This design comes from an exercise in tuning for small area and a short achievable clock period on the open sky130 flow, not from production work.
The RTL was checked by simulation tests, not by an equivalence proof against the original design.
Power is estimated from default activity; no workload was simulated.

==> flow/design.v <==
module CLA_adder (x, y, s, cout, c23);
  input  [23:0] x, y;
  output [23:0] s;
  output cout;
  output c23;           
  wire [23:0] h = x ^ y;
  wire [23:0] a = x & y;
  wire [23:0] o = x | y;
  wire [5:0] g, p;
  genvar j;
  generate
    for (j = 0; j < 6; j = j + 1) begin : gp
      assign g[j] = a[4*j+3] | (a[4*j+2] & o[4*j+3]) | (a[4*j] & o[4*j+3] & o[4*j+2]);
      assign p[j] = &o[4*j+3:4*j];
    end
  endgenerate
  wire [6:0] c;
  assign c[0] = 1'b0;
  assign c[1] = g[0];
  assign c[2] = g[1] | (p[1] & g[0]);
  wire   g30 = g[3] | (p[3] & g[2]);
  wire   p30 = p[3] & p[2];
  assign c[3] = g[2] | (p[2] & c[2]);
  assign c[4] = g30 | (p30 & c[2]);
  assign c[5] = g[4] | (p[4] & c[4]);
  wire   g54 = g[5] | (p[5] & g[4]);
  wire   p54 = p[5] & p[4];
  assign c[6] = g54 | (p54 & c[4]);
  assign cout = c[6];
  generate
    for (j = 0; j < 6; j = j + 1) begin : sm
      wire ci = c[j];
      wire k0 = ci;
      wire k1 = a[4*j]   | (h[4*j] & ci);
      wire k2 = a[4*j+1] | (h[4*j+1] & a[4*j]) | (h[4*j+1] & h[4*j] & ci);
      wire k3 = a[4*j+2] | (h[4*j+2] & a[4*j+1]) | (h[4*j+2] & h[4*j+1] & a[4*j])
              | (h[4*j+2] & h[4*j+1] & h[4*j] & ci);
      assign s[4*j+3:4*j] = h[4*j+3:4*j] ^ {k3, k2, k1, k0};
      if (j == 5) begin : top
        assign c23 = k3;
      end
    end
  endgenerate
endmodule
module fpa_with_regisers (clk, reset, en, inputA, inputB, result, OF);
  input clk, reset, en;
  input [31:0] inputA, inputB;
  output [31:0] result;
  output OF;
  wire [59:0] st_in;
  wire        ofa_in;
  reg  [59:0] st;      
  reg         ofa;     
  reg         fresh;
  wire [34:0] pr_in;
  reg  [34:0] pr;      
  fpa_align al (.A(inputA), .B(inputB), .st(st_in), .ofa(ofa_in));
  always @(posedge clk) begin
    if (en)
      st <= st_in;
    if (reset) begin
      ofa   <= 1'b0;
      fresh <= 1'b1;
    end else if (en) begin
      ofa   <= ofa_in;
      fresh <= 1'b0;
    end
    if (reset | (en & fresh))
      pr <= 35'd0;
    else if (en)
      pr <= pr_in;
  end
  fpa_add  ad (.st(st), .ofa(ofa), .pr(pr_in), .OF(OF));
  fpa_norm nm (.pr(pr), .O(result));
endmodule
module fpa_align (A, B, st, ofa);
  input  [31:0] A, B;
  output [59:0] st;
  output ofa;
  wire [7:0]  ea_raw = A[30:23];
  wire [7:0]  eb_raw = B[30:23];
  wire        ha = |ea_raw;
  wire        hb = |eb_raw;
  wire        a_zero = ~ha & ~|A[22:0];
  wire        b_zero = ~hb & ~|B[22:0];
  wire        sel_a = (&ea_raw) | b_zero;
  wire        sel_b = (&eb_raw) | a_zero;
  wire [7:0]  ea = {ea_raw[7:1], ea_raw[0] | ~ha};
  wire [7:0]  eb = {eb_raw[7:1], eb_raw[0] | ~hb};
  wire        sub = A[31] ^ B[31];
  wire        swap = (A[30:0] <= B[30:0]) & ~sel_a;
  wire [7:0]  e_big   = swap ? eb_raw : ea_raw;
  wire [23:0] m_big   = swap ? {hb, B[22:0]} : {ha, A[22:0]};
  wire [23:0] m_small = swap ? {ha, A[22:0]} ^ {24{sub}} : {hb, B[22:0]} ^ {24{sub}};
  wire        h_small = swap ? ha : hb;
  wire        sign    = swap ? B[31] : A[31];
  wire [8:0]  dab = {1'b0, ea} - {1'b0, eb};
  wire [7:0]  dba = eb - ea;
  wire [7:0]  d   = dab[8] ? dba : dab[7:0];
  wire        eqexp = (ea == eb);
  wire        far = (|d[7:5]) | (d[4] & d[3]);    
  wire [47:0] ext = {{24{sub}}, m_small} >> d[4:0];
  wire [23:0] y   = far ? {24{sub}} : ext[23:0];
  wire        y23 = sub ^ (eqexp & h_small);
  assign ofa = ~(m_big[23] ^ y23);
  assign st = {sel_a | sel_b, sign, eqexp & ~sub, sub, e_big, m_big, y};
endmodule
module fpa_add (st, ofa, pr, OF);
  input  [59:0] st;
  input  ofa;
  output [34:0] pr;
  output OF;
  wire        special = st[59];
  wire        sign    = st[58];
  wire        shr_eq  = st[57];
  wire        sub     = st[56];
  wire [7:0]  e_raw   = st[55:48];
  wire [23:0] x       = st[47:24];
  wire [23:0] y       = st[23:0];
  wire [7:0]  e_big   = {e_raw[7:1], e_raw[0] | ~x[23]};
  wire [23:0] s;
  wire        cout, c23;
  CLA_adder add (.x(x), .y(y), .s(s), .cout(cout), .c23(c23));
  assign OF = ofa & (x[23] ^ c23);
  wire        shr = shr_eq | (~sub & cout);
  reg  [4:0]  z;
  integer i;
  always @(*) begin
    z = 5'd0;
    for (i = 0; i <= 22; i = i + 1)
      if (s[i]) z = 5'd22 - i[4:0];
  end
  wire        norm = ~s[23] & (|s[22:3]);
  wire [22:0] sc = {s[21:0], 1'b0} << {z[4:3], 3'b000};
  reg [7:0]  o_e;
  reg [22:0] o_m;
  reg [2:0]  o_z;
  always @(*) begin
    o_z = 3'd0;
    if (special) begin
      o_e = e_raw;
      o_m = x[22:0];
    end else if (shr) begin
      o_e = e_big + 8'd1;
      o_m = s[23:1];
    end else if (norm) begin
      o_e = e_big - 8'd1 - {3'd0, z};
      o_m = sc;
      o_z = z[2:0];
    end else begin
      o_e = e_big;
      o_m = s[22:0];
    end
  end
  assign pr = {sign, o_e, o_m, o_z};
endmodule
module fpa_norm (pr, O);
  input  [34:0] pr;
  output [31:0] O;
  assign O = {pr[34:26], pr[25:3] << pr[2:0]};
endmodule
Settings: LEC_CHECK=0, ABC_AREA=1, CAP_MARGIN=20, CORE_MARGIN=2, CORE_UTILIZATION=45, SLEW_MARGIN=20; clock period 11.0 ns.
standard.sh (not shown) runs the stock make flow with config.mk's settings and CLKGATE_MAP_FILE= SYNTH_SCRIPT=/design/flow/synth_recipe.tcl, a recipe that flattens the netlist after the stock synthesis.
==> flow/flow/run.sh <==
#!/bin/bash
# Layout flow: the standard ORFS flow, with two settings changed:
#  - no full/half-adder cell extraction in synthesis (ABC maps the arithmetic);
#  - repair_timing aims for a setup slack margin that matches the period this
#    design can reach rather than the design's much longer clock period.
# The SDC, the clock period and every other step are the standard flow's own.
set -uo pipefail
bash standard.sh ADDER_MAP_FILE= SETUP_SLACK_MARGIN=5.5 finish > standard.log 2>&1
The starting point passed the timing, design-rule and antenna checks.
==> next run, changes <==
Settings changed: CORE_UTILIZATION 45 to 30.
The new run completed without violations.
Sequential share of layout area barely changes.
Power came out lower slightly.
Routed wire length came out lower slightly.
Count of clock-buffer cells in the layout does not change.
Final cell count came out higher by a little under a tenth.
Sequential power hardly moves.
Die area came out higher by well over a third.
Via count came out lower slightly.
Cell area hardly moves.
Core utilization came out lower by 18 points.
==> next run, changes <==
Settings changed: CORE_UTILIZATION 30 to 65.
After rerunning:
- The new run finished clean
- non-clock buffer count goes up by 9
- hold slack improves by 0.0041 ns
- wire length hardly moves
- die area goes down by 53%
- synthesized area does not change
- clock power goes down by 11%
- critical path depth goes up by 7
- total power goes up by about 1.2%
==> next run, changes <==
--- a/flow/flow/run.sh
+++ b/flow/flow/run.sh
@@ -8 +8 @@
-bash standard.sh ADDER_MAP_FILE= SETUP_SLACK_MARGIN=5.5 finish > standard.log 2>&1
+bash standard.sh ADDER_MAP_FILE= SETUP_SLACK_MARGIN=6.4 finish > standard.log 2>&1
Settings changed: CORE_UTILIZATION 65 to 45.
Power rose by 12%.
Worst hold slack gets worse by 0.0032 ns.
Wire length rose by 15%.
Design area rose by 18%.
Synthesized cell count does not change.
Critical path depth rose by 3.
Global-route usage fell by 6.3 points.
Die area rose by 43%.
Non-clock buffer count rose by 95.
First-iteration DRC count fell by 47%.
Count of clock-buffer cells in the layout does not change.
==> next run, changes <==
--- a/flow/flow/run.sh
+++ b/flow/flow/run.sh
@@ -8 +8 @@
-bash standard.sh ADDER_MAP_FILE= SETUP_SLACK_MARGIN=6.4 finish > standard.log 2>&1
+bash standard.sh ADDER_MAP_FILE= SETUP_SLACK_MARGIN=6.0 finish > standard.log 2>&1
Total power fell by 4.6%; routed wire length came out lower by 6.9%; worst hold slack stays flat; core utilization falls by 4.1 points.

## static timing again, ports no longer ideal
In the flow no input, the clock included, has a driving cell. The finished layouts below were timed again as built, in two steps.
Step 1 (the two cells are an assumption about what drives the block):
set clk [get_ports {clk}]
set_driving_cell -lib_cell sky130_fd_sc_hd__clkbuf_16 $clk
set_driving_cell -lib_cell sky130_fd_sc_hd__buf_2 [delete_from_list [all_inputs] $clk]
Step 2 adds t to the input delays and takes it off the output delays; t is the mean of the earliest and latest rising clock arrival at the registers after step 1. Input paths then give back, and output paths get back, about the clock's delay inside the block.
a / b / c = ideal ports / drivers / drivers and shift; a / b = the first two.
run	t (ns)	setup WS [ns]	slew at the worst register clock pin (ns)
the first run	0.405	5.630 / 5.659 / 5.255	0.08 / 0.08
the second run	0.399	5.633 / 5.649 / 5.251	0.08 / 0.08
the third run	0.390	5.518 / 5.530 / 5.141	0.08 / 0.08
the fourth run	0.399	5.995 / 5.988 / 5.589	0.08 / 0.08
the fifth run	0.406	6.021 / 6.039 / 5.632	0.08 / 0.08
After both steps setup and hold are still met in every run listed. The setup slack of the fourth run, which loses most, moves by -0.007 ns with the drivers and by -0.406 ns with both steps.
